Background: an optimization exercise with open tools, aiming at small area. Do not read the settings as production practice. In this exercise RTL edits were held to simulation tests only and were not proved equivalent to the original.

## flow/design.v (module list and top-level ports; edited modules follow where they fit)
// module RiscvTesterUncached: 610 lines
// module IncChain: 12 lines
// module MulBWI: 3100 lines
// module FA3: 4 lines
// module HA2: 4 lines
module RiscvTesterUncached (
  output              io_i_cmd_valid,
  input               io_i_cmd_ready,
  output     [31:0]   io_i_cmd_payload_pc,
  input               io_i_rsp_valid,
  output              io_i_rsp_ready,
  input      [31:0]   io_i_rsp_payload_instruction,
  input      [31:0]   io_i_rsp_payload_pc,
  output              io_d_cmd_valid,
  input               io_d_cmd_ready,
  output              io_d_cmd_payload_wr,
  output     [31:0]   io_d_cmd_payload_address,
  output     [31:0]   io_d_cmd_payload_data,
  output     [1:0]    io_d_cmd_payload_size,
  input               io_d_rsp_valid,
  output              io_d_rsp_ready,
  input      [31:0]   io_d_rsp_payload,
  output              io_iCheck_valid,
  output     [31:0]   io_iCheck_payload_address,
  output     [31:0]   io_iCheck_payload_data,
  input               io_iCmdDrive,
  input               io_iRspDrive,
  input               io_dCmdDrive,
  input               io_dRspDrive,
  input               io_doCacheFlush,
  output              io_cpuCmdLog_valid,
  output              io_cpuCmdLog_payload_wr,
  output     [31:0]   io_cpuCmdLog_payload_address,
  output     [31:0]   io_cpuCmdLog_payload_data,
  output     [1:0]    io_cpuCmdLog_payload_size,
  output              io_cpuRspLog_valid,
  output     [31:0]   io_cpuRspLog_payload,
  input      [3:0]    io_interrupt,
  input               clk,
  input               reset
);
  // ...
==> flow/run.sh <==
#!/bin/bash
# synth_recipe.tcl (not shown) runs the flow's synth.tcl, then flattens the netlist and writes it again
# the make line also repeats each setting of config.mk as NAME=value (left out here)
make -C /OpenROAD-flow-scripts/flow DESIGN_CONFIG=/design/flow/config.mk WORK_HOME=/design/flow/orfs CLKGATE_MAP_FILE= SYNTH_SCRIPT=/design/flow/synth_recipe.tcl finish
==> flow/config.mk <==
export PLATFORM = sky130hd
export DESIGN_NAME = RiscvTesterUncached
export DESIGN_NICKNAME = RiscvTesterUncached
export VERILOG_FILES = /design/flow/design.v
export SDC_FILE = /design/flow/constraint.sdc
export NUM_CORES = 4
export LEC_CHECK = 0
export CAP_MARGIN = 20
export CORE_MARGIN = 2
export CORE_UTILIZATION = 40
export SLEW_MARGIN = 20
export SYNTH_HIERARCHICAL = 1
export SYNTH_MINIMUM_KEEP_SIZE = 0
==> flow/constraint.sdc <==
create_clock -name core_clock -period 11.0 [get_ports {clk}]
set_input_delay 2.2000 -clock core_clock [delete_from_list [all_inputs] [get_ports {clk}]]
set_output_delay 2.2000 -clock core_clock [all_outputs]
set_load 0.01 [all_outputs]
==> notes.md, run 1 <==
- Synth Area in Compound Gates: around 13%
- Critical path fanouts, max: 16
- DRT antenna net count: 0
- Max FFs per register: 992
- Top class by area: flip-flops and latches
- Cell depth of the worst setup path: 23
- Hold Crit Start: d_instr[9]$_DFFE_PP_
- Fin. max-slew vios: 0
- GRT Overall Usage: 34.7%
- Top cells by count, synth: edfxtp_1, nand2_1, fa_1
- YS warnings: 10
- CLK BUF: 297
- FP Rows: 207
- Synth area leaders: edfxtp_1, fa_1, a22oi_1, nand2_1, ha_1
- PortBufs: 378
- DP Worst Slack: slightly below 700 ps
- Clk_skew: 118 ps
- Multiplexer share of the synthesized area: 2.57%
- Worst EP required: 8800 ps
- Crit path top cell by count: a21oi_1
- TritonCTS clock tree: built
- Met3 usage: around an eighth
- Fin. Hold Viols: 0
- DP Cell Count: 14300
- Status: timing/DRC/antenna clean
- Data buffer area share: 5.08%
- Starting Density: 40.1%
==> module RiscvTesterUncached, before the edit <==
module RiscvTesterUncached (
  output              io_i_cmd_valid,
  input               io_i_cmd_ready,
  output     [31:0]   io_i_cmd_payload_pc,
  input               io_i_rsp_valid,
  output              io_i_rsp_ready,
  input      [31:0]   io_i_rsp_payload_instruction,
  input      [31:0]   io_i_rsp_payload_pc,
  output              io_d_cmd_valid,
  input               io_d_cmd_ready,
  output              io_d_cmd_payload_wr,
  output     [31:0]   io_d_cmd_payload_address,
  output     [31:0]   io_d_cmd_payload_data,
  output     [1:0]    io_d_cmd_payload_size,
  input               io_d_rsp_valid,
  output              io_d_rsp_ready,
  input      [31:0]   io_d_rsp_payload,
  output              io_iCheck_valid,
  output     [31:0]   io_iCheck_payload_address,
  output     [31:0]   io_iCheck_payload_data,
  input               io_iCmdDrive,
  input               io_iRspDrive,
  input               io_dCmdDrive,
  input               io_dRspDrive,
  input               io_doCacheFlush,
  output              io_cpuCmdLog_valid,
  output              io_cpuCmdLog_payload_wr,
  output     [31:0]   io_cpuCmdLog_payload_address,
  output     [31:0]   io_cpuCmdLog_payload_data,
  output     [1:0]    io_cpuCmdLog_payload_size,
  output              io_cpuRspLog_valid,
  output     [31:0]   io_cpuRspLog_payload,
  input      [3:0]    io_interrupt,
  input               clk,
  input               reset
);
  integer k;
  wire        c_icmd_valid;
  wire [31:0] c_icmd_pc;
  wire        c_icmd_ready = io_i_cmd_ready & io_iCmdDrive;
  wire        c_irsp_valid = io_i_rsp_valid & io_iRspDrive;
  wire        c_irsp_ready;
  assign io_i_cmd_valid = c_icmd_valid & io_iCmdDrive;
  assign io_i_cmd_payload_pc = c_icmd_pc;
  assign io_i_rsp_ready = c_irsp_ready & io_iRspDrive;
  wire        c_dcmd_valid;
  wire        c_dcmd_wr;
  wire [31:0] c_dcmd_addr;
  wire [31:0] c_dcmd_data;
  wire [1:0]  c_dcmd_size;
  wire        c_drsp_valid;
  wire [31:0] c_drsp_data;
  reg  [6:1]  cv;            
  reg  [5:0]  cwp, crp;      
  reg  [66:0] cmem [0:5];
  wire        cin1 = c_dcmd_valid & io_dCmdDrive;
  wire        c_dcmd_ready = ~cv[1] & io_dCmdDrive;
  wire        cany = |cv;
  reg  [6:1]  cin;
  reg  [6:1]  cv_next;
  always @(*) begin
    cin[1] = cin1;
    for (k = 2; k <= 6; k = k + 1) cin[k] = cin[k-1] | cv[k-1];
    for (k = 1; k <= 5; k = k + 1) cv_next[k] = cv[k+1] & (cv[k] | cin[k]);
    cv_next[6] = ~io_d_cmd_ready & (cv[6] | cin[6]);
  end
  wire        cpush = cin1 & ~cv[1] & (cany | ~io_d_cmd_ready);
  wire        cpop  = cany & io_d_cmd_ready;
  wire [66:0] cin_data = {c_dcmd_wr, c_dcmd_size, c_dcmd_data, c_dcmd_addr};
  reg  [66:0] cout_mem;
  always @(*) begin
    cout_mem = 67'd0;
    for (k = 0; k < 6; k = k + 1) cout_mem = cout_mem | (cmem[k] & {67{crp[k]}});
  end
  wire [66:0] cout = cany ? cout_mem : cin_data;
  always @(posedge clk or posedge reset) begin
    if (reset) begin
      cv  <= 6'd0;
      cwp <= 6'b000001;
      crp <= 6'b000001;
    end else begin
      cv <= cv_next;
      if (cpush) cwp <= {cwp[4:0], cwp[5]};
      if (cpop)  crp <= {crp[4:0], crp[5]};
    end
  end
  always @(posedge clk) begin
    for (k = 0; k < 6; k = k + 1)
      if (cpush & cwp[k]) cmem[k] <= cin_data;
  end
  assign io_d_cmd_valid = cin1 | cany;
  assign io_d_cmd_payload_address = cout[31:0];
  assign io_d_cmd_payload_data    = cout[63:32];
  assign io_d_cmd_payload_size    = cout[65:64];
  assign io_d_cmd_payload_wr      = cout[66];
  reg         r0;
  reg  [6:1]  sv;
  reg  [6:0]  rwp, rrp;
  reg  [31:0] rmem [0:6];
  assign io_d_rsp_ready = ~r0 | ~sv[1];
  reg  [6:1]  sin;
  reg  [6:1]  sv_next;
  always @(*) begin
    sin[1] = r0;
    for (k = 2; k <= 6; k = k + 1) sin[k] = sin[k-1] | sv[k-1];
    for (k = 1; k <= 5; k = k + 1) sv_next[k] = sv[k+1] & (sv[k] | sin[k]);
    sv_next[6] = ~io_dRspDrive & (sv[6] | sin[6]);
  end
  wire        rany = r0 | (|sv);
  wire        rpush = io_d_rsp_valid & io_d_rsp_ready;
  wire        rpop  = rany & io_dRspDrive;
  reg  [31:0] rout;
  always @(*) begin
    rout = 32'd0;
    for (k = 0; k < 7; k = k + 1) rout = rout | (rmem[k] & {32{rrp[k]}});
  end
  always @(posedge clk or posedge reset) begin
    if (reset) begin
      r0  <= 1'b0;
      sv  <= 6'd0;
      rwp <= 7'b0000001;
      rrp <= 7'b0000001;
    end else begin
      if (io_d_rsp_ready) r0 <= io_d_rsp_valid;
      sv <= sv_next;
      if (rpush) rwp <= {rwp[5:0], rwp[6]};
      if (rpop)  rrp <= {rrp[5:0], rrp[6]};
    end
  end
  always @(posedge clk) begin
    for (k = 0; k < 7; k = k + 1)
      if (rpush & rwp[k]) rmem[k] <= io_d_rsp_payload;
  end
  assign c_drsp_valid = rany & io_dRspDrive;
  assign c_drsp_data  = rout;
  reg  [31:0] pf_pc;
  reg         pf_inc;
  reg         pf_resetDone;
  reg  [1:0]  pendPf;
  reg  [1:0]  throwRem;
  reg         d_valid;
  reg  [31:0] d_pc;
  reg  [31:0] d_instr;
  reg         e0_valid;
  reg  [31:0] e0_pc;
  reg  [31:0] e0_instr;
  reg  [31:0] e0_src0;       
  reg  [4:0]  sh_amp;
  reg         sh_started;
  reg  [1:0]  readCount;
  reg         e1_valid;
  reg  [31:0] e1_adder;
  reg  [31:0] e1_result;
  reg         e1_taken;
  reg         e1_unaligned;
  reg         e1_needMemRsp;
  reg  [1:0]  e1_extTag;
  reg         e1_rfen;
  reg  [1:0]  e1_wb;
  reg  [2:0]  e1_f3;
  reg  [4:0]  e1_rd;
  reg  [1:0]  e1_f7;
  reg         e1_instVal;
  reg         wb_valid;
  reg  [31:0] wb_result;
  reg  [4:0]  wb_rd;
  reg  [1:0]  wb_wb;
  reg  [2:0]  wb_f3;
  reg         wb_needMemRsp;
  reg         wb_unaligned;
  reg         wb_instVal;
  reg         wb_rfen;
  reg         w2r_valid;
  reg         rf_wen;
  reg  [4:0]  rf_waddr;
  reg  [31:0] rf_wdata;
  reg  [7:0]  irq_mask;
  reg         flushMemResp;
  reg         inIrq;
  reg  [31:0] exitPc;
  reg         irqUnalignedSeen;
  reg         irqPending;
  reg         rspReady;
  reg         dv_done;
  reg         dv_waitRsp;
  reg  [4:0]  dv_counter;
  reg  [31:0] dv_num;
  reg  [31:0] dv_den;
  reg         dv_denNeg;
  reg  [31:0] dv_rem;
  reg  [1:0]  dv_ctx;
  function [22:0] rvDecode;
    input [31:0] i;
    reg z49, z50, z51, z52, z53, z54, z4, z55, z56, z57, z58, z59, z60, z61, z62, z63, z64, z65;
    reg opimm, opreg;
    reg instVal, jmp, rfen, men, mwr, useSrc0, useSrc1;
    reg [3:0] br, alu;
    reg [1:0] op0, op1, wb, extTag;
    begin
      z49 = (i[1:0] == 2'b11);
      z50 = ((i & 32'h0000005c) == 32'h0);
      z51 = ((i & 32'h0000007c) == 32'h00000014);
      z52 = ((i & 32'h0000007c) == 32'h00000034);
      z53 = ((i & 32'h0000005c) == 32'h00000010);
      z54 = ~i[5];
      z4  = (i[13:12] == 2'b01);
      z56 = ((i & 32'hbe000000) == 32'h0);
      z55 = (~z4) | (z56 & ~(i[30] & ~i[14]));
      z57 = (~i[30]) | (i[14:12] == 3'b000) | (i[14:12] == 3'b101);
      z58 = ((i & 32'h0000007c) == 32'h0000006c);
      z59 = ((i & 32'h0000007c) == 32'h00000064);
      z60 = ((i & 32'h0000007c) == 32'h00000060);
      z61 = ((i & 32'h0000007c) == 32'h00000070);
      z62 = ((i & 32'hfe00407f) == 32'h02000033);
      z63 = ((i & 32'hfe00407f) == 32'h02004033);
      z64 = ((i & 32'hf800007f) == 32'h0000000b);
      z65 = ~i[5];
      opimm = z53 & z54 & z55;
      opreg = z53 & ~z54 & z56 & z57;
      instVal = (z49 & (z50 | z51 | z52 | opimm | opreg | z58 | z59 | z60 | z61)) | z62 | z63 | z64;
      br  = (z49 & z60) ? {1'b0, i[14:12]} :
            (z49 & z59) ? 4'b0011 :
            (z49 & z58) ? 4'b0010 : 4'b1000;
      jmp = z49 & (z58 | z59);
      op0 = (z49 & (z51 | z52)) ? 2'b01 :
            (z49 & (z58 | z60)) ? 2'b11 :
            (z49 & z61 & i[14]) ? 2'b10 : 2'b00;
      op1 = (z49 & ((z50 & z65) | opimm | z59)) ? 2'b01 :
            (z49 & z50 & ~z65) ? 2'b10 :
            (z49 & (z51 | z58 | z60)) ? 2'b11 : 2'b00;
      alu = ((z49 & (z52 | z61)) | z64) ? 4'b1111 :
            (z49 & opimm) ? {z4 & i[30], i[14:12]} :
            (z49 & opreg) ? {i[30], i[14:12]} : 4'b0000;
      wb  = (z49 & z50 & z65) ? 2'b01 :
            (z49 & (z58 | z59)) ? 2'b10 :
            (z49 & z61) ? 2'b11 : 2'b00;
      rfen = (z49 & ((z50 & z65) | z51 | z52 | opimm | opreg | z58 | z59 | z61)) | z62 | z63 | (z64 & i[25]);
      men = z49 & z50;
      mwr = z49 & z50 & ~z65;
      extTag = z64 ? 2'b11 : z63 ? 2'b10 : z62 ? 2'b01 : 2'b00;
      useSrc0 = (z49 & (z50 | opimm | opreg | z59 | z60)) | z62 | z63;
      useSrc1 = (z49 & ((z50 & ~z65) | opreg | z60)) | z62 | z63;
      rvDecode = {instVal, br, jmp, op0, op1, alu, wb, rfen, men, mwr, extTag, useSrc0, useSrc1};
    end
  endfunction
  reg  [31:0] rf [1:31];
  function [31:0] rfRead;
    input [4:0] a;
    integer j;
    begin
      rfRead = 32'h0;
      for (j = 1; j < 32; j = j + 1)
        rfRead = rfRead | (rf[j] & {32{a == j[4:0]}});
    end
  endfunction
  wire        e1_pcLoad_valid;
  wire [31:0] e1_pcLoad_payload;
  wire        wb_pcLoad_valid;
  wire        pcLoad_valid = e1_pcLoad_valid | wb_pcLoad_valid;
  wire [31:0] pcLoad_payload = wb_pcLoad_valid ? 32'h0 : e1_pcLoad_payload;
  wire [31:0] pf_pcInc;
  IncChain #(.W(30)) u_pfInc (.a(pf_pc[31:2]), .cin(pf_inc), .s(pf_pcInc[31:2]));
  assign pf_pcInc[1:0] = pf_pc[1:0];
  wire [31:0] pf_pcNext = pcLoad_valid ? pcLoad_payload : pf_pcInc;
  assign c_icmd_valid = pf_resetDone & (pendPf != 2'b11);
  assign c_icmd_pc = pf_pcNext;
  wire        icmd_fire = c_icmd_valid & c_icmd_ready;
  wire        irsp_fire = c_irsp_valid & c_irsp_ready;
  wire        throwNext = (throwRem != 2'b00);
  wire        fetchThrow = pcLoad_valid | throwNext;
  wire        decode_ready;
  wire        fetch_out_ready = ~d_valid | decode_ready;
  assign c_irsp_ready = fetchThrow | fetch_out_ready;
  wire        fetch_out_valid = c_irsp_valid & ~fetchThrow;
  always @(posedge clk or posedge reset) begin
    if (reset) begin
      pf_pc <= 32'h00000200;
      pf_inc <= 1'b0;
      pf_resetDone <= 1'b0;
      pendPf <= 2'b00;
      throwRem <= 2'b00;
      d_valid <= 1'b0;
    end else begin
      pf_resetDone <= 1'b1;
      if (icmd_fire | pcLoad_valid) pf_pc <= pf_pcNext;
      if (icmd_fire) pf_inc <= 1'b1;
      else if (pcLoad_valid) pf_inc <= 1'b0;
      if (icmd_fire & ~irsp_fire) pendPf <= pendPf + 2'b01;
      else if (~icmd_fire & irsp_fire) pendPf <= pendPf - 2'b01;
      if (throwNext & irsp_fire) throwRem <= throwRem - 2'b01;
      if (pcLoad_valid) throwRem <= pendPf - {1'b0, c_irsp_valid};
      if (fetch_out_ready) d_valid <= fetch_out_valid;
    end
  end
  always @(posedge clk) begin
    if (fetch_out_ready) begin
      d_pc <= io_i_rsp_payload_pc;
      d_instr <= io_i_rsp_payload_instruction;
    end
  end
  wire [22:0] dd = rvDecode(d_instr);
  wire        dd_useSrc0 = dd[1];
  wire        dd_useSrc1 = dd[0];
  wire [4:0]  d_a0 = d_instr[19:15];
  wire [4:0]  d_a1 = d_instr[24:20];
  wire [31:0] d_src0 = rfRead(d_a0);
  wire        e0_rfen;
  wire        h0 = ((w2r_valid & (rf_waddr == d_a0)) |
                    (wb_valid & wb_rfen & (wb_rd == d_a0)) |
                    (e1_valid & e1_rfen & (e1_rd == d_a0)) |
                    (e0_valid & e0_rfen & (e0_instr[11:7] == d_a0))) &
                   ~((d_a0 == 5'd0) | ~dd_useSrc0);
  wire        h1 = ((w2r_valid & (rf_waddr == d_a1)) |
                    (wb_valid & wb_rfen & (wb_rd == d_a1)) |
                    (e1_valid & e1_rfen & (e1_rd == d_a1)) |
                    (e0_valid & e0_rfen & (e0_instr[11:7] == d_a1))) &
                   ~((d_a1 == 5'd0) | ~dd_useSrc1);
  wire [7:0]  irq_sources;
  wire [7:0]  irq_masked = irq_sources & irq_mask;
  wire        noIrq = ~inIrq;
  wire        irqUnaligned = irq_masked[1];
  wire        decode_halt = h0 | h1 | (noIrq & ~irqUnaligned & irqPending);
  wire        e0_ready;
  assign decode_ready = pcLoad_valid | (e0_ready & ~decode_halt);
  wire        decode_out_valid = d_valid & ~pcLoad_valid & ~decode_halt;
  wire [22:0] xd = rvDecode(e0_instr);
  wire        x_instVal = xd[22];
  wire [3:0]  x_br = xd[21:18];
  wire        x_jmp = xd[17];
  wire [1:0]  x_op0 = xd[16:15];
  wire [1:0]  x_op1 = xd[14:13];
  wire [3:0]  x_alu = xd[12:9];
  wire [1:0]  x_wb = xd[8:7];
  assign      e0_rfen = xd[6];
  wire        x_men = xd[5];
  wire        x_mwr = xd[4];
  wire [1:0]  x_extTag = xd[3:2];
  wire [31:0] ei = e0_instr;
  wire [4:0]  e0_a1 = ei[24:20];
  wire [31:0] e0_src1 = rfRead(e0_a1);
  wire [31:0] brjmpImm = x_jmp ? {{12{ei[31]}}, ei[19:12], ei[20], ei[30:21], 1'b0}
                               : {{20{ei[31]}}, ei[7], ei[30:25], ei[11:8], 1'b0};
  wire [31:0] immI = {{20{ei[31]}}, ei[31:20]};
  wire [31:0] immS = {{20{ei[31]}}, ei[31:25], ei[11:7]};
  wire [31:0] op0v = (x_op0 == 2'b01) ? {ei[31:12], 12'h0} :
                     (x_op0 == 2'b10) ? {27'd0, ei[19:15]} :
                     (x_op0 == 2'b11) ? brjmpImm : e0_src0;
  wire [31:0] op1v = (x_op1 == 2'b01) ? immI :
                     (x_op1 == 2'b10) ? immS :
                     (x_op1 == 2'b11) ? e0_pc : e0_src1;
  wire        doSub = (x_alu != 4'b0000);
  wire [31:0] addSub = op0v + (doSub ? ~op1v : op1v) + {31'd0, doSub};
  wire [31:0] bitwise = (x_alu == 4'b0111) ? (op0v & op1v) :
                        (x_alu == 4'b0110) ? (op0v | op1v) :
                        (x_alu == 4'b0100) ? (op0v ^ op1v) : op0v;
  wire        less = (op0v[31] == op1v[31]) ? addSub[31] :
                     ((x_alu == 4'b0011) ? op1v[31] : op0v[31]);
  wire [31:0] aluRes = ((x_alu == 4'b0010) | (x_alu == 4'b0011)) ? {31'd0, less} :
                       ((x_alu == 4'b0000) | (x_alu == 4'b1000)) ? addSub : bitwise;
  wire        brSigned = ~x_br[1];
  reg  [31:0] cg, cp;
  integer cd, ci;
  always @(*) begin
    cg = e0_src0 & ~e0_src1;
    cp = ~(e0_src0 ^ e0_src1);
    for (cd = 1; cd < 32; cd = cd * 2)
      for (ci = 2*cd-1; ci < 32; ci = ci + 2*cd) begin
        cg[ci] = cg[ci] | (cp[ci] & cg[ci-cd]);
        cp[ci] = cp[ci] & cp[ci-cd];
      end
  end
  wire        brCarry = cg[31] | cp[31];
  wire        br_ltx = (e0_src0[31] & brSigned) ^ ~(e0_src1[31] & brSigned) ^ brCarry;
  wire        br_eq = cp[31];
  reg         taken;
  always @(*) begin
    case (x_br)
      4'b0001: taken = ~br_eq;
      4'b0000: taken = br_eq;
      4'b0101, 4'b0111: taken = ~br_ltx;
      4'b0100, 4'b0110: taken = br_ltx;
      4'b0010, 4'b0011: taken = 1'b1;
      default: taken = 1'b0;
    endcase
  end
  wire        isShift = (x_alu == 4'b0001) | (x_alu == 4'b0101) | (x_alu == 4'b1101);
  wire        shifting = e0_valid & isShift;
  wire [4:0]  ampCur = sh_started ? sh_amp : op1v[4:0];
  wire        ampNz = (ampCur != 5'd0);
  wire        shiftStep = shifting & ampNz;
  wire [31:0] shifted = (x_alu == 4'b0001) ? {e0_src0[30:0], 1'b0}
                                            : {(x_alu == 4'b1101) & e0_src0[31], e0_src0[31:1]};
  wire        e0_isLoad = e0_valid & x_men & ~x_mwr;
  wire        isDiv0 = e0_valid & (x_extTag == 2'b10);
  wire        dv_cmd_ready;
  wire        e0_halt = (e0_isLoad & (readCount == 2'b10)) | (isDiv0 & ~dv_cmd_ready) | shiftStep;
  wire        e0_haltData = e0_valid & x_men & ~c_dcmd_ready;
  wire        e0_go = ~(e0_halt | e0_haltData);
  wire        e1_ready;
  assign e0_ready = pcLoad_valid | (e1_ready & e0_go);
  wire        e0_out_valid = e0_valid & ~pcLoad_valid & e0_go;
  wire [31:0] dAddr = addSub;
  wire        misal = (ei[13:12] == 2'b01) ? dAddr[0] :
                      (ei[13:12] == 2'b10) ? (dAddr[0] | dAddr[1]) : 1'b0;
  wire        e0_unaligned = x_men & misal;
  assign c_dcmd_valid = e0_valid & x_men & ~e0_unaligned & ~e0_halt & ~pcLoad_valid & e1_ready;
  assign c_dcmd_wr = x_mwr;
  assign c_dcmd_addr = dAddr;
  assign c_dcmd_data = e0_src1;
  assign c_dcmd_size = (ei[13:12] == 2'b00) ? 2'b00 : (ei[13:12] == 2'b01) ? 2'b01 : 2'b10;
  wire        readInc = c_dcmd_valid & c_dcmd_ready & ~x_mwr;
  wire        readDec = c_drsp_valid;
  wire [31:0] e0_pcPlus4;
  assign e0_pcPlus4[2] = ~e0_pc[2];
  IncChain #(.W(29)) u_e0Inc (.a(e0_pc[31:3]), .cin(e0_pc[2]), .s(e0_pcPlus4[31:3]));
  assign e0_pcPlus4[1:0] = e0_pc[1:0];
  wire [31:0] e0_result = (x_extTag == 2'b01) ? op1v :
                          x_men ? e0_pc :
                          (x_wb == 2'b10) ? e0_pcPlus4 :
                          shifting ? e0_src0 : aluRes;
  always @(posedge clk or posedge reset) begin
    if (reset) begin
      e0_valid <= 1'b0;
      readCount <= 2'b00;
    end else begin
      if (e0_ready) e0_valid <= decode_out_valid;
      if (readInc != readDec) readCount <= readCount + (readInc ? 2'b01 : 2'b11);
    end
  end
  always @(posedge clk) begin
    if (e0_ready) begin
      e0_pc <= d_pc;
      e0_instr <= d_instr;
    end
    if (shiftStep) begin
      e0_src0 <= shifted;
      sh_amp <= ampCur - 5'd1;
      sh_started <= 1'b1;
    end else if (e0_ready) begin
      e0_src0 <= d_src0;
      sh_started <= 1'b0;
    end
  end
  wire        isDiv1 = e1_valid & (e1_extTag == 2'b10);
  wire        dv_rsp_ready = isDiv1 & e1_ready & rspReady;
  wire        dv_accept = ~dv_waitRsp | dv_rsp_ready;
  wire        dv_last = (dv_counter == 5'h1f);
  assign dv_cmd_ready = dv_done ? dv_accept : dv_last;
  wire        dv_cmd_valid = isDiv0 & e0_out_valid;
  wire        dv_signed = ~ei[12];
  wire        numNeg = dv_signed & op0v[31];
  wire [31:0] numAbs;
  IncChain #(.W(32)) u_numAbs (.a(op0v ^ {32{numNeg}}), .cin(numNeg), .s(numAbs));
  wire [32:0] dv_remShifted = {dv_rem, dv_num[31]};
  wire [32:0] dv_rmd = dv_remShifted + {1'b1, dv_den ^ {32{~dv_denNeg}}} + {32'd0, ~dv_denNeg};
  wire        e1_throw = wb_pcLoad_valid;
  always @(posedge clk or posedge reset) begin
    if (reset) begin
      dv_done <= 1'b1;
      dv_waitRsp <= 1'b0;
      dv_counter <= 5'd0;
    end else begin
      if (dv_done) begin
        if (dv_accept) dv_counter <= 5'd0;
      end else begin
        dv_counter <= dv_counter + 5'd1;
      end
      if (dv_rsp_ready) dv_waitRsp <= 1'b0;
      if (dv_done) begin
        if (dv_accept) dv_done <= ~dv_cmd_valid;
      end else if (dv_last) begin
        dv_done <= 1'b1;
        dv_waitRsp <= 1'b1;
      end
      if (e1_throw) begin
        dv_done <= 1'b1;
        dv_waitRsp <= 1'b0;
      end
    end
  end
  always @(posedge clk) begin
    if (dv_done) begin
      if (dv_accept) begin
        dv_rem <= 32'h0;
        dv_num <= numAbs;
        dv_den <= op1v;
        dv_denNeg <= dv_signed & op1v[31];
        dv_ctx <= {numNeg, dv_signed & (op0v[31] ^ op1v[31])};
      end
    end else begin
      dv_rem <= dv_rmd[32] ? dv_remShifted[31:0] : dv_rmd[31:0];
      dv_num <= {dv_num[30:0], ~dv_rmd[32]};
    end
  end
  wire [31:0] dv_sel = e1_f3[1] ? dv_rem : dv_num;
  wire        dv_neg = e1_f3[1] ? dv_ctx[1] : dv_ctx[0];
  wire [31:0] divRsp;
  IncChain #(.W(32)) u_divNeg (.a(dv_sel ^ {32{dv_neg}}), .cin(dv_neg), .s(divRsp));
  wire        ext1 = e1_valid & (e1_extTag == 2'b11);
  wire        extRet = ext1 & (e1_f7 == 2'b00);
  wire        wb_ready;
  wire        e1_halt = isDiv1 & ~rspReady;
  assign e1_ready = e1_throw | (wb_ready & ~e1_halt);
  wire        e1_out_valid = e1_valid & ~e1_throw & ~e1_halt;
  assign e1_pcLoad_valid = ~e1_throw & e1_valid & e1_ready & (extRet | e1_taken);
  assign e1_pcLoad_payload = extRet ? exitPc : e1_adder;
  wire        mulASigned = (e1_f3[1:0] == 2'b01) | (e1_f3[1:0] == 2'b10);
  wire        mulBSigned = (e1_f3[1:0] == 2'b01);
  wire [63:0] mulP;
  MulBWI u_mul (.a(e1_adder), .b(e1_result), .aSigned(mulASigned), .bSigned(mulBSigned), .p(mulP));
  wire [31:0] mulRes = (e1_f3[1:0] == 2'b00) ? mulP[31:0] : mulP[63:32];
  wire        isMul1 = (e1_extTag == 2'b01);
  wire [7:0]  irqValue = {irq_masked[7:4], 2'b00, irqUnalignedSeen, 1'b0};
  wire [31:0] e1_out_result = (ext1 & (e1_f7 == 2'b01)) ? {24'd0, irqValue} :
                              (ext1 & (e1_f7 == 2'b11)) ? {24'd0, irq_mask} :
                              isDiv1 ? divRsp : isMul1 ? mulRes : e1_result;
  always @(posedge clk or posedge reset) begin
    if (reset) begin
      e1_valid <= 1'b0;
      rspReady <= 1'b0;
    end else begin
      if (e1_ready) e1_valid <= e0_out_valid;
      if (isDiv1) rspReady <= dv_waitRsp & ~e1_ready;
      if (e1_throw) rspReady <= 1'b0;
    end
  end
  always @(posedge clk) begin
    if (e1_ready) begin
      e1_adder <= (x_extTag == 2'b01) ? op0v : addSub;
      e1_result <= e0_result;
      e1_taken <= taken;
      e1_unaligned <= e0_unaligned;
      e1_needMemRsp <= x_men & ~x_mwr;
      e1_extTag <= x_extTag;
      e1_rfen <= e0_rfen;
      e1_wb <= x_wb;
      e1_f3 <= ei[14:12];
      e1_rd <= ei[11:7];
      e1_f7 <= ei[26:25];
      e1_instVal <= x_instVal;
    end
  end
  assign irq_sources = {io_interrupt[3], io_interrupt[2], io_interrupt[1], io_interrupt[0],
                        2'b00, wb_valid & wb_unaligned, wb_valid & ~wb_instVal};
  wire        takeUnaligned = noIrq & irqUnaligned;
  wire        wb_throw = ~wb_rfen | takeUnaligned;
  wire        pipeEmpty = d_valid & ~e0_valid & ~e1_valid & ~wb_valid;
  wire        takeExt = noIrq & ~irqUnaligned & irqPending & pipeEmpty;
  assign wb_pcLoad_valid = takeUnaligned | takeExt;
  wire        wb_halt = (irq_sources[1] & ~irq_mask[1]) |
                        (wb_valid & wb_needMemRsp & ~c_drsp_valid) | flushMemResp;
  assign wb_ready = ~wb_halt | wb_throw;
  wire        wb_out_valid = wb_valid & ~wb_throw & ~wb_halt;
  wire        ldSign = ~wb_f3[2];
  wire [31:0] dataRsp = (wb_f3[1:0] == 2'b00) ? {{24{c_drsp_data[7] & ldSign}}, c_drsp_data[7:0]} :
                        (wb_f3[1:0] == 2'b01) ? {{16{c_drsp_data[15] & ldSign}}, c_drsp_data[15:0]} :
                        c_drsp_data;
  wire [31:0] rfData = (wb_wb == 2'b01) ? dataRsp : (wb_wb == 2'b11) ? 32'h0 : wb_result;
  always @(posedge clk or posedge reset) begin
    if (reset) begin
      wb_valid <= 1'b0;
      w2r_valid <= 1'b0;
      irq_mask <= 8'h0;
      flushMemResp <= 1'b0;
      inIrq <= 1'b0;
    end else begin
      if (wb_ready) wb_valid <= e1_out_valid;
      w2r_valid <= wb_out_valid;
      if (readCount == 2'b00) flushMemResp <= 1'b0;
      if (takeUnaligned) begin
        flushMemResp <= 1'b1;
        inIrq <= 1'b1;
      end else if (takeExt) begin
        inIrq <= 1'b1;
      end
      if (ext1 & (e1_f7 == 2'b00) & e1_out_valid & wb_ready) inIrq <= 1'b0;
      if (ext1 & (e1_f7 == 2'b10)) irq_mask <= e1_result[7:0];
    end
  end
  always @(posedge clk) begin
    if (wb_ready) begin
      wb_result <= e1_out_result;
      wb_rd <= e1_rd;
      wb_wb <= e1_wb;
      wb_f3 <= e1_f3;
      wb_needMemRsp <= e1_needMemRsp;
      wb_unaligned <= e1_unaligned;
      wb_instVal <= e1_instVal;
      wb_rfen <= e1_rfen;
    end
    rf_wen <= wb_out_valid;
    rf_waddr <= wb_rd;
    rf_wdata <= rfData;
    if (rf_wen & (rf_waddr != 5'd0)) rf[rf_waddr] <= rf_wdata;
    if (noIrq) irqUnalignedSeen <= irqUnaligned;
    irqPending <= ((irq_masked & ~8'h02) != 8'h0);
    if (takeUnaligned) exitPc <= wb_result;
    else if (takeExt) exitPc <= d_pc;
  end
  assign io_iCheck_valid = e0_out_valid;
  assign io_iCheck_payload_address = e0_pc;
  assign io_iCheck_payload_data = e0_instr;
  assign io_cpuCmdLog_valid = c_dcmd_valid & c_dcmd_ready;
  assign io_cpuCmdLog_payload_wr = c_dcmd_wr;
  assign io_cpuCmdLog_payload_address = c_dcmd_addr;
  assign io_cpuCmdLog_payload_data = c_dcmd_data;
  assign io_cpuCmdLog_payload_size = c_dcmd_size;
  assign io_cpuRspLog_valid = c_drsp_valid;
  assign io_cpuRspLog_payload = dataRsp;
endmodule
==> run 2: changes to the inputs <==
--- a/flow/design.v
+++ b/flow/design.v
@@ -173,7 +173,7 @@
   reg         w2r_valid;
   reg         rf_wen;
   reg  [4:0]  rf_waddr;
-  reg  [31:0] rf_wdata;
+  reg  [7:0]  rf_wdata;
   reg  [7:0]  irq_mask;
   reg         flushMemResp;
   reg         inIrq;
@@ -590,8 +590,9 @@
     end
     rf_wen <= wb_out_valid;
     rf_waddr <= wb_rd;
-    rf_wdata <= rfData;
-    if (rf_wen & (rf_waddr != 5'd0)) rf[rf_waddr] <= rf_wdata;
+    rf_wdata <= rfData[7:0];
+    if (wb_out_valid & (wb_rd != 5'd0)) rf[wb_rd][31:8] <= rfData[31:8];
+    if (rf_wen & (rf_waddr != 5'd0)) rf[rf_waddr][7:0] <= rf_wdata;
     if (noIrq) irqUnalignedSeen <= irqUnaligned;
     irqPending <= ((irq_masked & ~8'h02) != 8'h0);
     if (takeUnaligned) exitPc <= wb_result;
--- a/flow/config.mk
+++ b/flow/config.mk
@@ -8,6 +8,9 @@
 export CAP_MARGIN = 20
 export CORE_MARGIN = 2
 export CORE_UTILIZATION = 40
+export CTS_BUF_LIST = sky130_fd_sc_hd__clkbuf_16
+export CTS_CLUSTER_DIAMETER = 80
+export CTS_CLUSTER_SIZE = 26
 export SLEW_MARGIN = 20
 export SYNTH_HIERARCHICAL = 1
 export SYNTH_MINIMUM_KEEP_SIZE = 0
==> run 2 against run 1 <==
Against the previous run: final area is 2.2% lower; sequential share of layout area is 0.67 points higher; synthesized cell count is 1.6% higher; largest cell class unchanged; critical path type unchanged; sequential cell count is 24 lower; die area is 0.38% higher.
==> notes.md, run 2 <==
- Cell area after layout: 0.143 mm² (was 0.146 mm²)
- Setup TNS: 0 ps (unchanged)
- Layout area overhead: 12.0% (was 15.0%)
- Most frequent cells in the layout: edfxtp_1, nand2_1, fa_1, a22oi_1, buf_4 (unchanged)
- Final Wtd Congestion: 1.03 (was 0.990)
- Fin crit period: 10760 ps (was 10830 ps)
- Final number of setup-violating endpoints: 0 (unchanged)
- Layout Nets: 11900 (was 11800)
- DRT antenna net count: 0 (unchanged)
- Average wire per standard cell: 39.4 µm (was 38.9 µm)
- Min-delay worst type: reg2reg (unchanged)
- Post-synth top area share: 48.1% (was 48.2%)
- Clock Latency Late Sink: 990 ps (was 960 ps)
- Starting Density: 40.2% (was 40.1%)
- Largest family of logic cells by synthesized area: adder cells (unchanged)
- EDFF count, synth: 2044 (unchanged)
- H-tree depth: 3 (was 4)
- DIE HEIGHT: 569 µm (was 568 µm)
- Top flop regs: rf x992, cmem x402, rmem x224 (unchanged)
- Clock slew at reported path FFs: 100 ps (was 60 ps)
- Synth Area in Simple Gates: 9.76% (was 9.33%)
- Die Width: 569 µm (was 568 µm)
- MaxCap Viol Count: 0 (unchanged)
- Num CTS Buffers: 118 (was 233)
- Synth Area in Compound Gates: 13.5% (was 12.9%)
- Detail-routed via count per cell: 6.79 (was 6.70)
- RSZ-0062 raised after global routing: false (unchanged)
- Util after Layout: 45.0% (was 46.1%)
- Fin. max-slew vios: 0 (unchanged)
- Sequential-to-total area share from yosys stat: 50.3% (was 50.9%)
- Synthesized cell area: 0.128 mm² (was 0.127 mm²)
- YS warnings: 10 (unchanged)
- Yosys top cell by area: edfxtp_1 (unchanged)
- Fin. Hold Viols: 0 (unchanged)
- Largest reg by FF count: rf (unchanged)
- Critical path fanouts, max: 28 (was 16)
- Fin crit share: 97.9% (was 98.4%)
- Top_reg_cell synth: edfxtp_1 (unchanged)
- CP startpoint kind: register (unchanged)
- PortBufs: 378 (unchanged)
- Critical path class: reg2out (unchanged)
- CTS sink count: 2162 (was 2186)
- First-pass GRT wire length: 786000 µm (was 782000 µm)
- Crit. End Element: output port (unchanged)
- Status: timing/DRC/antenna clean (unchanged)
- Post-Synth XOR/XNOR Area: 1.80% (was 1.88%)
- DR vias: 100000 (was 99000)
- CP top delay family: simple AND/OR/NAND/NOR gates (was compound AO/OA/AOI/OAI gates)
- Crit path top cell by count: nand2_1 (was a21oi_1)
- Worst EP required: 8800 ps (about the same)
- Worst slew margin: 11.6% (was 13.9%)
- Clk_skew: 174 ps (was 118 ps)
- Core Box Area: 0.318 mm² (was 0.317 mm²)
- Post-DP HPWL: 388000 µm (was 375000 µm)
- Die area: 0.324 mm² (was 0.323 mm²)
- Fmax: 0.0929 GHz (was 0.0924 GHz)
- DRC viols: 0 (unchanged)
- Multiplexer share of the synthesized area: 2.10% (was 2.57%)
- Top cells by count, synth: edfxtp_1, nand2_1, fa_1 (unchanged)
- First drt pass iteration count: 13 (unchanged)
- Detailed Route WL: 580000 µm (was 574000 µm)
- TritonCTS clock tree: built (unchanged)
- CTS max path bufs: 4 (unchanged)
- Max FFs per register: 992 (unchanged)
- Async S/R FF share, synth: 4.72% (was 4.67%)
- Post-synthesis register bit count: 2162 (was 2186)
- Synth cell types: 121 (was 112)
- Post-Syn Nets: 11700 (was 11500)
- Worst-Margin Slew: 1330 ps (was 1290 ps)
- Largest net degree at the start of global routing: 85 (was 75)
- Buf+Inv Stages, Crit Path: 6 (was 3)
- First DRT Iteration DRCs: 18200 (was 17800)
- Adder-Cell Fraction of Synth Area: 19.3% (was 19.4%)
- Max incr delay on CP: 580 ps (was 760 ps)
- Fillers: 28400 (was 28000)
- Commonest non-fill, non-tap cell in the layout: edfxtp_1 (unchanged)
- Grt ovf: 0 (unchanged)
- Final WS setup: 236 ps (was 172 ps)
- Top-count cell post-synth: edfxtp_1 (unchanged)
- Synth area leaders: edfxtp_1, fa_1, a22oi_1, nand2_1, ha_1 (unchanged)
- Share of layout cells above drive strength 1: 10.5% (was 11.4%)
- GRT Overall Usage: 34.8% (was 34.7%)
- Critical path's slowest cell: clkdlybuf4s50_1 (was xor2_1)
- Cells after Synth: 10200 (was 10000)
- Placed cell areas: 0.139 mm² (was 0.138 mm²)
- Syn avg cell area: 12.6 µm² (was 12.7 µm²)
- Hold buffers post-CTS: 0 (unchanged)
- Initial antenna violation count: 41 (was 55)
- Io pins: 380 (unchanged)
- Crit path arrival time: 8560 ps (was 8630 ps)
- DP Worst Slack: 802 ps (was 696 ps)
- Clock root buffer: clkbuf_16 (unchanged)
- FP Rows: 207 (unchanged)
- Number of global-route vias before repair: 97400 (was 98000)
[run 2: per-module statistics from Yosys (local to each module, per instance), excerpt]
module | flops+latches | times used | cell area, µm² | cells
FA3 | 0 | 960 | 20.0 | 1
RiscvTesterUncached | 2162 | 1 | 98300 | 7348
HA2 | 0 | 123 | 12.5 | 1
MulBWI | 0 | 1 | 8630 | 1734
[run 2: timing repair]
action                     in CTS  in global routing
gates resized for setup         3                 14
pin swaps                       6                  6
setup endpoints to repair       9                 24
setup buffers                  21                 22
[run 2: final cells by class]
type | instances | area, µm² | area share (%)
timing repair buffer | 893 | 7950 | 5.55
clock inverter | 81 | 818 | 0.572
sequential | 2162 | 64300 | 44.9
clock buffer | 122 | 3050 | 2.13
inverter | 299 | 1130 | 0.793
antenna | 26 | 65.1 | 0.0455
tap | 4180 | 5230 | 3.66
multi-input combinational | 6950 | 60600 | 42.3
[run 2: kinds of logic (layout without fill, tap and decap cells)]
group / count (synthesis) / after routing
xor+xnor: 261 / 261
simple gates: 2749 / 2749
other cells: 1 / 27
flops: 2162 / 2162
compound gates: 2313 / 2313
fa+ha+maj: 1374 / 1374
buf+inv: 1053 / 1395
mux: 252 / 252
[run 2: worst register-to-register path, stage by stage (launching register included)]
cell and delay, ps:
edfxtp_1 1240, buf_4 370, and2_1 150, ha_1 220
inv_1 80, fa_1 450, fa_1 520, fa_1 630
fa_1 460, fa_1 410, fa_1 540, fa_1 440
ha_1 330, a21oi_1 120, o21ai_0 210, nor2_1 170
nand2_1 140, o21bai_2 290, o21ai_0 210, a31oi_1 250
inv_1 80, fa_1 370, xnor2_1 390, mux2i_1 190
nand2_1 110, o221ai_1 150, o21ai_0 750
[run 2: routing by layer]
layer | part of all wire (%) | track usage (%) | up-vias | routed length [µm]
li1 | - | - | 38400 | -
met1 | 34 | 42.1 | 50200 | 199000
met2 | 43 | 51.3 | 8822 | 247000
met3 | 14 | 12.0 | 2498 | 78800
met4 | 9.3 | 25.5 | 38 | 53900
met5 | 0.079 | 0.461 | - | 458
[run 2: path summary, 6_finish.rpt]
path / end / slack [ps] / cells past startpoint / start
setup / recovery: io_cpuCmdLog_payload_address[27] / 240 / 25 / e0_instr[20]$_DFFE_PP_
hold / removal: e0_pc[18]$_DFFE_PP_ / 370 / 0 / d_pc[18]$_DFFE_PP_
setup reg to reg: wb_result[5]$_DFFE_PP_ / 1410 / 26 / e1_adder[7]$_DFFE_PP_
hold reg to reg: e0_pc[18]$_DFFE_PP_ / 370 / 0 / d_pc[18]$_DFFE_PP_
max in group asynchronous: crp[1]$_DFFE_PP0P_ / 7880 / 3 / reset
min in group asynchronous: pf_resetDone$_DFF_PP0_ / 1660 / 2 / reset
[run 2: stage by stage]
| stage | hold slack [ps] | instances |
|---|---|---|
| 2_1_floorplan | 346 | 10200 |
| 3_3_place_gp | 407 | 14400 |
| 3_5_place_dp | 407 | 14400 |
| 4_1_cts | 374 | 14700 |
| 5_1_grt | 396 | 14700 |
| 6_report | 369 | 14700 |
==> run 3: changes to the inputs <==
--- a/flow/config.mk
+++ b/flow/config.mk
@@ -5,12 +5,12 @@
 export SDC_FILE = /design/flow/constraint.sdc
 export NUM_CORES = 4
 export LEC_CHECK = 0
-export CAP_MARGIN = 20
+export CAP_MARGIN = 10
 export CORE_MARGIN = 2
 export CORE_UTILIZATION = 40
 export CTS_BUF_LIST = sky130_fd_sc_hd__clkbuf_16
 export CTS_CLUSTER_DIAMETER = 80
 export CTS_CLUSTER_SIZE = 26
-export SLEW_MARGIN = 20
+export SLEW_MARGIN = 10
 export SYNTH_HIERARCHICAL = 1
 export SYNTH_MINIMUM_KEEP_SIZE = 0
==> run 3 against run 2 <==
Against the previous run: die area did not move; worst hold slack better by 64 ps; sequential share of layout area about the same; synthesized cell count unchanged; critical path depth unchanged; critical path type unchanged; register-to-register slack lost 60 ps; critical endpoint unchanged; utilization about the same.
==> notes.md, run 3 <==
- H-tree depth: 3 (unchanged)
- Number of global-route vias before repair: 97100 (was 97400)
- Top cells by count, synth: edfxtp_1, nand2_1, fa_1 (unchanged)
- Setup TNS: 0 ps (unchanged)
- Yosys top cell by area: edfxtp_1 (unchanged)
- Post-synth top area share: 48.1% (unchanged)
- DIE HEIGHT: 569 µm (unchanged)
- Share of layout cells above drive strength 1: 10.4% (was 10.5%)
- Syn avg cell area: 12.6 µm² (unchanged)
- Largest net degree at the start of global routing: 85 (unchanged)
- Synthesized cell area: 0.128 mm² (unchanged)
- Worst-Margin Slew: 1370 ps (was 1330 ps)
- FP Rows: 207 (unchanged)
- Detailed Route WL: 579000 µm (was 580000 µm)
- Top-count cell post-synth: edfxtp_1 (unchanged)
- Synth Area in Compound Gates: 13.5% (unchanged)
- Fmax: 0.0932 GHz (was 0.0929 GHz)
- Adder-Cell Fraction of Synth Area: 19.3% (unchanged)
- Clock root buffer: clkbuf_16 (unchanged)
- Commonest non-fill, non-tap cell in the layout: edfxtp_1 (unchanged)
- Crit path arrival time: 8530 ps (was 8560 ps)
- GRT Overall Usage: 34.8% (about the same)
- Core Box Area: 0.318 mm² (unchanged)
- First DRT Iteration DRCs: 17900 (was 18200)
- Max FFs per register: 992 (unchanged)
- Starting Density: 40.2% (unchanged)
- Clock slew at reported path FFs: 100 ps (about the same)
- Critical path's slowest cell: nor2_4 (was clkdlybuf4s50_1)
- Fin crit period: 10730 ps (was 10760 ps)
- Layout Nets: 11900 (about the same)
- PortBufs: 378 (unchanged)
- YS warnings: 10 (unchanged)
- Top_reg_cell synth: edfxtp_1 (unchanged)
- Synth area leaders: edfxtp_1, fa_1, a22oi_1, nand2_1, ha_1 (unchanged)
- CP startpoint kind: register (unchanged)
- EDFF count, synth: 2044 (unchanged)
- First-pass GRT wire length: 787000 µm (was 786000 µm)
- Die area: 0.324 mm² (unchanged)
- Fin crit share: 97.5% (was 97.9%)
- Largest family of logic cells by synthesized area: adder cells (unchanged)
- Crit path top cell by count: buf_4 (was nand2_1)
- Cells after Synth: 10200 (unchanged)
- Sequential-to-total area share from yosys stat: 50.3% (unchanged)
- Most frequent cells in the layout: edfxtp_1, nand2_1, fa_1, a22oi_1, buf_4 (unchanged)
- Grt ovf: 0 (unchanged)
- Worst Hold Margin: 433 ps (was 369 ps)
- Layout area overhead: 12.0% (about the same)
- Status: timing/DRC/antenna clean (unchanged)
- Post-Synth XOR/XNOR Area: 1.80% (unchanged)
- Cell area after layout: 0.143 mm² (about the same)
- Synth cell types: 121 (unchanged)
- Top flop regs: rf x992, cmem x402, rmem x224 (unchanged)
- Die Width: 569 µm (unchanged)
- DRT antenna net count: 0 (unchanged)
- CTS max path bufs: 4 (unchanged)
- Final Wtd Congestion: 1.03 (unchanged)
- Critical path fanouts, max: 13 (was 28)
- Post-DP HPWL: 389000 µm (was 388000 µm)
- CTS sink count: 2162 (unchanged)
- Fin. max-slew vios: 0 (unchanged)
- Fin. Hold Viols: 0 (unchanged)
- Buf+Inv Stages, Crit Path: 6 (unchanged)
- Clk_skew: 128 ps (was 174 ps)
- First drt pass iteration count: 12 (was 13)
- Multiplexer share of the synthesized area: 2.10% (unchanged)
- Worst slew margin: 8.56% (was 11.6%)
- Crit. End Element: output port (unchanged)
- Io pins: 380 (unchanged)
- RSZ-0062 raised after global routing: false (unchanged)
- Initial antenna violation count: 45 (was 41)
- TritonCTS clock tree: built (unchanged)
- Clock Latency Late Sink: 960 ps (was 990 ps)
- DRC viols: 0 (unchanged)
- Placed cell areas: 0.139 mm² (about the same)
- Detail-routed via count per cell: 6.79 (about the same)
- Final number of setup-violating endpoints: 0 (unchanged)
- Max incr delay on CP: 690 ps (was 580 ps)
- Post-synthesis register bit count: 2162 (unchanged)
- MaxCap Viol Count: 0 (unchanged)
- Final WS setup: 272 ps (was 236 ps)
- Synth Area in Simple Gates: 9.76% (unchanged)
- Worst EP required: 8800 ps (about the same)
- DR vias: 100000 (about the same)
- Average wire per standard cell: 39.4 µm (about the same)
- Fillers: 28400 (about the same)
- Num CTS Buffers: 117 (was 118)
- DP Worst Slack: 792 ps (was 802 ps)
- CP top delay family: simple AND/OR/NAND/NOR gates (unchanged)
- Async S/R FF share, synth: 4.72% (unchanged)
- Post-Syn Nets: 11700 (unchanged)
- Largest reg by FF count: rf (unchanged)
- Min-delay worst type: reg2reg (unchanged)
- Critical path class: reg2out (unchanged)
run 3: what timing repair did:
item,CTS,global route
setup endpoints to repair,9,24
endpoints found under the hold margin,0,0
gates resized for setup,3,14
setup buffers,16,33
pin swaps,5,10
hold buffers,0,0
run 3: cell families (layout without fill, tap and decap cells):
logic type,Yosys count,in the layout
other,1,37
and+or+nand+nor,2749,2749
buffers and inverters,1053,1397
muxes,252,252
xor gates and xnor gates,261,261
AOI/OAI and AO/OA,2313,2313
DFF,2162,2162
adders and majority gates,1374,1374
run 3: cell type report:
class	count	area, µm²	area share, %
Inverter	299	1130	0.793
Multi-Input combinational cell	6950	60500	42.3
Sequential cell	2162	64300	44.9
Antenna cell	36	90.1	0.0630
Tap cell	4180	5230	3.66
Clock inverter	82	803	0.562
Timing Repair Buffer	895	7970	5.57
Clock buffer	121	3030	2.12
run 3: stage by stage:
step                cells  utilization, %
finish              14700            45.0
global route        14700            45.0
CTS                 14700            44.9
detailed placement  14400            43.6
global placement    14400            43.6
floorplan           10200               -
run 3: worst paths after layout:
check | depth (start not counted) | slack [ps] | end | startpoint
setup / recovery | 25 | 270 | io_cpuCmdLog_payload_address[27] | e0_instr[20]$_DFFE_PP_
hold / removal | 0 | 430 | e0_instr[11]$_DFFE_PP_ | d_instr[11]$_DFFE_PP_
setup reg to reg | 24 | 1350 | wb_result[5]$_DFFE_PP_ | e1_adder[0]$_DFFE_PP_
hold reg to reg | 0 | 430 | e0_instr[11]$_DFFE_PP_ | d_instr[11]$_DFFE_PP_
max in group asynchronous | 3 | 7840 | crp[1]$_DFFE_PP0P_ | reset
min in group asynchronous | 2 | 1730 | rrp[5]$_DFFE_PP0P_ | reset
run 3: modules after synthesis, one instance, submodules excluded, excerpt:
module,cells,times used,flops+latches
FA3,1,960,0
RiscvTesterUncached,7348,1,2162
HA2,1,123,0
MulBWI,1734,1,0
run 3: per-layer routing:
layer / GRT usage [%] / share of wire (%) / vias to the layer above
met4: 25.3 / 9.3 / 30
met2: 51.3 / 43 / 8775
li1: - / - / 38500
met1: 42.1 / 35 / 50300
met5: 0.506 / 0.093 / -
met3: 12.3 / 13 / 2414
run 3: worst register-to-register path, stage by stage, from the launching register on:
cell and delay (ps):
edfxtp_1 1150, nand2_1 260, fa_1 630, fa_1 470, fa_1 530, fa_1 670
fa_1 470, fa_1 410, fa_1 460, fa_1 510, ha_1 330, a21oi_1 130
o21ai_0 200, nor2_1 150, nand2_1 140, o21bai_2 290, o21ai_0 210, a31oi_1 250
inv_1 80, fa_1 380, xnor2_1 370, mux2i_1 190, nand2_1 120, o221ai_1 150
o21ai_0 780
==> run 4: changes to the inputs <==
--- a/flow/config.mk
+++ b/flow/config.mk
@@ -10,7 +10,7 @@
 export CORE_UTILIZATION = 40
 export CTS_BUF_LIST = sky130_fd_sc_hd__clkbuf_16
 export CTS_CLUSTER_DIAMETER = 80
-export CTS_CLUSTER_SIZE = 26
+export CTS_CLUSTER_SIZE = 27
 export SLEW_MARGIN = 10
 export SYNTH_HIERARCHICAL = 1
 export SYNTH_MINIMUM_KEEP_SIZE = 0
==> run 4 against run 3 <==
Against the previous run: the run now fails in 5_2_route; synthesized cell count unchanged; synthesized area unchanged.
==> notes.md, run 4 <==
- DIE HEIGHT: 569 µm (unchanged)
- Num CTS Buffers: 115 (was 117)
- Post-CTS Setup Repair Bufs: 17 (was 16)
- Largest net degree at the start of global routing: 85 (unchanged)
- Post-Syn Nets: 11700 (unchanged)
- Clock root buffer: clkbuf_16 (unchanged)
- Die Width: 569 µm (unchanged)
- Syn avg cell area: 12.6 µm² (unchanged)
- EDFF count, synth: 2044 (unchanged)
- Worst_ep kind: output port
- Synthesized cell area: 0.128 mm² (unchanged)
- Async S/R FF share, synth: 4.72% (unchanged)
- CTS sink count: 2162 (unchanged)
- Io pins: 380 (unchanged)
- Cells after Synth: 10200 (unchanged)
- Post-synth top area share: 48.1% (unchanged)
- Placed cell areas: 0.139 mm² (unchanged)
- Last stage: 5_2_route
- Yosys top cell by area: edfxtp_1 (unchanged)
- Post-synthesis register bit count: 2162 (unchanged)
- Starting Density: 40.2% (unchanged)
- Synth cell types: 121 (unchanged)
- Stop err: Error: rf_wdata\[1\] 2 pin not visited #guides = 227
- Synth area leaders: edfxtp_1, fa_1, a22oi_1, nand2_1, ha_1 (unchanged)
- FP Rows: 207 (unchanged)
- Top cells by count, synth: edfxtp_1, nand2_1, fa_1 (unchanged)
- YS warnings: 10 (unchanged)
- Sequential-to-total area share from yosys stat: 50.3% (unchanged)
- Top-count cell post-synth: edfxtp_1 (unchanged)
- Hold buffers post-CTS: 0 (unchanged)
- Final Wtd Congestion: 1.03 (unchanged)
- Post-CTS Resized: 3 (unchanged)
- Top_reg_cell synth: edfxtp_1 (unchanged)
- PortBufs: 378 (unchanged)
- H-tree depth: 3 (unchanged)
- Post-DP HPWL: 389000 µm (unchanged)
- CTS max path bufs: 4 (unchanged)
- GRT worst endpoint: io_d_cmd_payload_address[22]
- Status: did not finish (was timing/DRC/antenna clean)
## run 4: cell counts after synthesis
No cell type changed its count.
## run 4: metrics by stage
| step | cells | worst slack, ps |
|---|---|---|
| 3_3_place_gp | 14400 | 860 |
| 3_5_place_dp | 14400 | 792 |
| 4_1_cts | 14700 | 14.9 |
| 2_1_floorplan | 10200 | 2090 |
## run 4: how the worst min path moves through the flow
stage	startpoint	to	slack, ps	cells after the start
5_1_grt	e1_instVal$_DFFE_PP_	wb_instVal$_DFFE_PP_	440	0
4_1_cts	e1_needMemRsp$_DFFE_PP_	wb_needMemRsp$_DFFE_PP_	440	0
3_5_place_dp	e1_needMemRsp$_DFFE_PP_	wb_needMemRsp$_DFFE_PP_	410	0
3_3_place_gp	d_instr[7]$_DFFE_PP_	e0_instr[7]$_DFFE_PP_	410	0
2_1_floorplan	wb_rd[0]$_DFFE_PP_	rf_waddr[0]$_DFF_P_	350	0
## run 4: cells by family after synthesis
logic type,Yosys count,share of synthesized area [%]
buf+inv,1053,3.19
compound gates,2313,13.5
flops,2162,50.3
mux,252,2.10
fa+ha+maj,1374,19.3
xor+xnor,261,1.80
other cells,1,0.00294
simple gates,2749,9.76
## run 4: modules after synthesis (local to each module, per instance), a selection
module,flops+latches,cells inside
HA2,0,1
RiscvTesterUncached,2162,7348
FA3,0,1
MulBWI,0,1734
==> run 5: changes to the inputs <==
--- a/flow/config.mk
+++ b/flow/config.mk
@@ -9,8 +9,8 @@
 export CORE_MARGIN = 2
 export CORE_UTILIZATION = 40
 export CTS_BUF_LIST = sky130_fd_sc_hd__clkbuf_16
-export CTS_CLUSTER_DIAMETER = 80
-export CTS_CLUSTER_SIZE = 27
+export CTS_CLUSTER_DIAMETER = 75
+export CTS_CLUSTER_SIZE = 28
 export SLEW_MARGIN = 10
 export SYNTH_HIERARCHICAL = 1
 export SYNTH_MINIMUM_KEEP_SIZE = 0
==> run 5 against run 4 <==
Against the previous run: the run now finishes clean; synthesized area stayed put; synthesized cell count did not move.
==> notes.md, run 5 <==
- Post-DP HPWL: 389000 µm (unchanged)
- Top flop regs: rf x992, cmem x402, rmem x224
- Detail-routed via count per cell: 6.79
- PortBufs: 378 (unchanged)
- Average wire per standard cell: between 30 and 40 µm
- Syn avg cell area: 12.6 µm² (unchanged)
- Synth cell types: 121 (unchanged)
- DRT antenna net count: 0
- Worst-Margin Slew: 1370 ps
- Worst reg-to-reg setup slack: 1520 ps
- Post-synthesis register bit count: 2162 (unchanged)
- Layout area overhead: 12.2%
- Hold Crit Start: d_instr[11]$_DFFE_PP_
- R2R depth: 26
- Critical path class: reg2out
- Share of layout cells above drive strength 1: a little over a tenth
- Fin crit period: 10760 ps
- Largest net degree at the start of global routing: 85 (unchanged)
- Fmax: 0.0929 GHz
- Placed cell areas: 0.139 mm² (unchanged)
- Util after Layout: 45.1%
- Top_reg_cell synth: edfxtp_1 (unchanged)
- Cells after Synth: 10200 (unchanged)
- Initial antenna violation count: 35
- Post-Syn Nets: 11700 (unchanged)
- Detailed Route WL: around 580000 µm
- Commonest non-fill, non-tap cell in the layout: edfxtp_1
- DRC viols: 0
- Synth area leaders: edfxtp_1, fa_1, a22oi_1, nand2_1, ha_1 (unchanged)
- Min-delay worst type: reg2reg
- Hold buffers post-CTS: 0 (unchanged)
- Cell area after layout: around 0.14 mm²
- Hold path depth: 0
- Critical path fanouts, max: 13
- YS warnings: 10 (unchanged)
- Most frequent cells in the layout: edfxtp_1, nand2_1, fa_1, a22oi_1, buf_4
- Starting Density: 40.2% (unchanged)
- Sequential-to-total area share from yosys stat: 50.3% (unchanged)
- Max incr delay on CP: 680 ps
- Reg-to-reg endpoint: wb_result[5]$_DFFE_PP_
- CP startpoint kind: register
- Setup TNS: 0 ps
- H-tree depth: 3 (unchanged)
- Fin. Hold Viols: 0
- DIE HEIGHT: 569 µm (unchanged)
- CTS sink count: 2162 (unchanged)
- Max FFs per register: 992
- Post-synth top area share: 48.1% (unchanged)
- Grt ovf: 0
- Largest reg by FF count: rf
- Die area: 0.324 mm²
- Final number of setup-violating endpoints: 0
- Clock Latency Late Sink: 1000 ps
- Final Wtd Congestion: 1.03 (unchanged)
- FP Rows: 207 (unchanged)
- Reg2reg start: e1_adder[7]$_DFFE_PP_
- First drt pass iteration count: 14
- TritonCTS clock tree: built
- Hold Path Sink: e0_instr[11]$_DFFE_PP_
- Final WS setup: 240 ps
- Async S/R FF share, synth: 4.72% (unchanged)
- Yosys top cell by area: edfxtp_1 (unchanged)
- Core Box Area: 0.318 mm²
- Number of global-route vias before repair: slightly below 100k
- Die Width: 569 µm (unchanged)
- Status: timing/DRC/antenna clean (was did not finish)
- Clock slew at reported path FFs: ~90 ps
- Crit path arrival time: approximately 8600 ps
- Worst slew margin: 8.73%
- CTS max path bufs: 4 (unchanged)
- EDFF count, synth: 2044 (unchanged)
- Layout Nets: 11900
- RSZ-0062 raised after global routing: false
- First DRT Iteration DRCs: approximately 18000
- Synthesized cell area: 0.128 mm² (unchanged)
- Fin crit share: 97.8%
- GRT Overall Usage: 34.8%
- DP Worst Slack: 792 ps (unchanged)
- Fin. max-slew vios: 0
- MaxCap Viol Count: 0
- Clock root buffer: clkbuf_16 (unchanged)
- Num CTS Buffers: 121 (was 115)
- Clk_skew: 196 ps
- Io pins: 380 (unchanged)
- First-pass GRT wire length: 787000 µm
- Top-count cell post-synth: edfxtp_1 (unchanged)
- Top cells by count, synth: edfxtp_1, nand2_1, fa_1 (unchanged)
- Crit. End Element: output port
- Worst EP required: 8800 ps
- Crit path top cell by count: buf_4
- DR vias: 100000
- Critical path's slowest cell: nor2_4
[run 5: cell counts after synthesis]
No cell type changed its count.
[run 5: area by class of cell]
type	count	area, µm²
fillers	28300	174000
flip-flops and latches	2162	64300
clock buffers	121	3030
repair buffers	886	7850
well taps	4180	5230
diodes	41	103
multi-input cells	6950	60500
clock inverters	98	1220
inverters	299	1130
[run 5: stage by stage]
| stage | std cells | hold slack, ps |
|---|---|---|
| detailed placement | 14400 | 407 |
| CTS | 14700 | 436 |
| floorplan | 10200 | 346 |
| global placement | 14400 | 407 |
| global route | 14700 | 441 |
| finish | 14700 | 432 |
[run 5: how the worst max path moves through the flow]
stage / start / to / slack, ps / cells after the start
after floorplan: e0_instr[6]$_DFFE_PP_ / dv_num[31]$_DFFE_PP_ / 2090 / 44
after global placement: e0_instr[22]$_DFFE_PP_ / io_d_cmd_payload_address[30] / 860 / 21
after global routing: e0_instr[20]$_DFFE_PP_ / io_d_cmd_payload_address[22] / 8 / 27
after CTS: e0_instr[22]$_DFFE_PP_ / io_cpuCmdLog_payload_address[29] / 2 / 24
final: e0_instr[20]$_DFFE_PP_ / io_cpuCmdLog_payload_address[27] / 240 / 25
after detailed placement: e0_instr[22]$_DFFE_PP_ / io_d_cmd_payload_address[30] / 790 / 21
[run 5: per-layer routing]
layer | wire length, µm | part of all wire [%] | up-vias | track usage, %
li1 | - | - | 38500 | -
met1 | 199000 | 34 | 50300 | 42.0
met2 | 248000 | 43 | 8830 | 51.4
met3 | 79600 | 14 | 2476 | 12.4
met4 | 53100 | 9.1 | 16 | 25.3
met5 | 236 | 0.041 | - | 0
[run 5: what timing repair did]
item / 4_1_cts / 5_1_grt
resized for setup: 4 / 12
endpoints found under the setup margin: 12 / 23
hold endpoints to repair: 0 / 0
pin swaps: 6 / 5
setup buffers: 18 / 22
[run 5: worst max-delay path: cells and delay by family, from the launching register on]
family,cells,cell delay [ps]
simple gates,9,2340
buf+inv,6,1960
compound gates,7,1810
flops,1,540
fa+ha+maj,1,390
mux,1,230
xor+xnor,1,210
[run 5: logic make-up after synthesis]
family	count (synthesis)	share of synthesized area [%]
other cells	1	0.00294
xor+xnor	261	1.80
flops	2162	50.3
buf+inv	1053	3.19
simple gates	2749	9.76
mux	252	2.10
compound gates	2313	13.5
fa+ha+maj	1374	19.3
[run 5: Yosys stat by module (local to each module, per instance), excerpt]
| module | area [µm²] | cells |
|---|---|---|
| RiscvTesterUncached | 98300 | 7348 |
| MulBWI | 8630 | 1734 |
| FA3 | 20.0 | 1 |
| HA2 | 12.5 | 1 |

[static timing again, ports no longer ideal]
In the flow no input, the clock included, has a driving cell. The finished layouts below were timed again as built, in two steps. Step 1 (the two cells are an assumption about what drives the block):
set clk [get_ports {clk}]
set_driving_cell -lib_cell sky130_fd_sc_hd__clkbuf_16 $clk
set_driving_cell -lib_cell sky130_fd_sc_hd__buf_2 [delete_from_list [all_inputs] $clk]
Step 2 moves the port delays by t, midway between the first and last clock arrival at a register: inputs arrive t later, outputs are due t later. That takes back most of the time a late clock gives input paths. a / b / c = ideal / step 1 / step 2; a / b = the first two.
run | t, ns | setup slack, ns | worst slew at a driven data input, ns | pins driven straight from the clock port
run 1 | 1.000 | 0.172 / 0.076 / 1.075 | 0.20 | 1
run 2 | 1.009 | 0.236 / 0.131 / 1.140 | 0.17 | 1
run 3 | 0.994 | 0.272 / 0.171 / 1.165 | 0.17 | 1
run 5 | 1.005 | 0.240 / 0.138 / 1.143 | 0.17 | 1
After both steps every run listed still meets setup and hold.
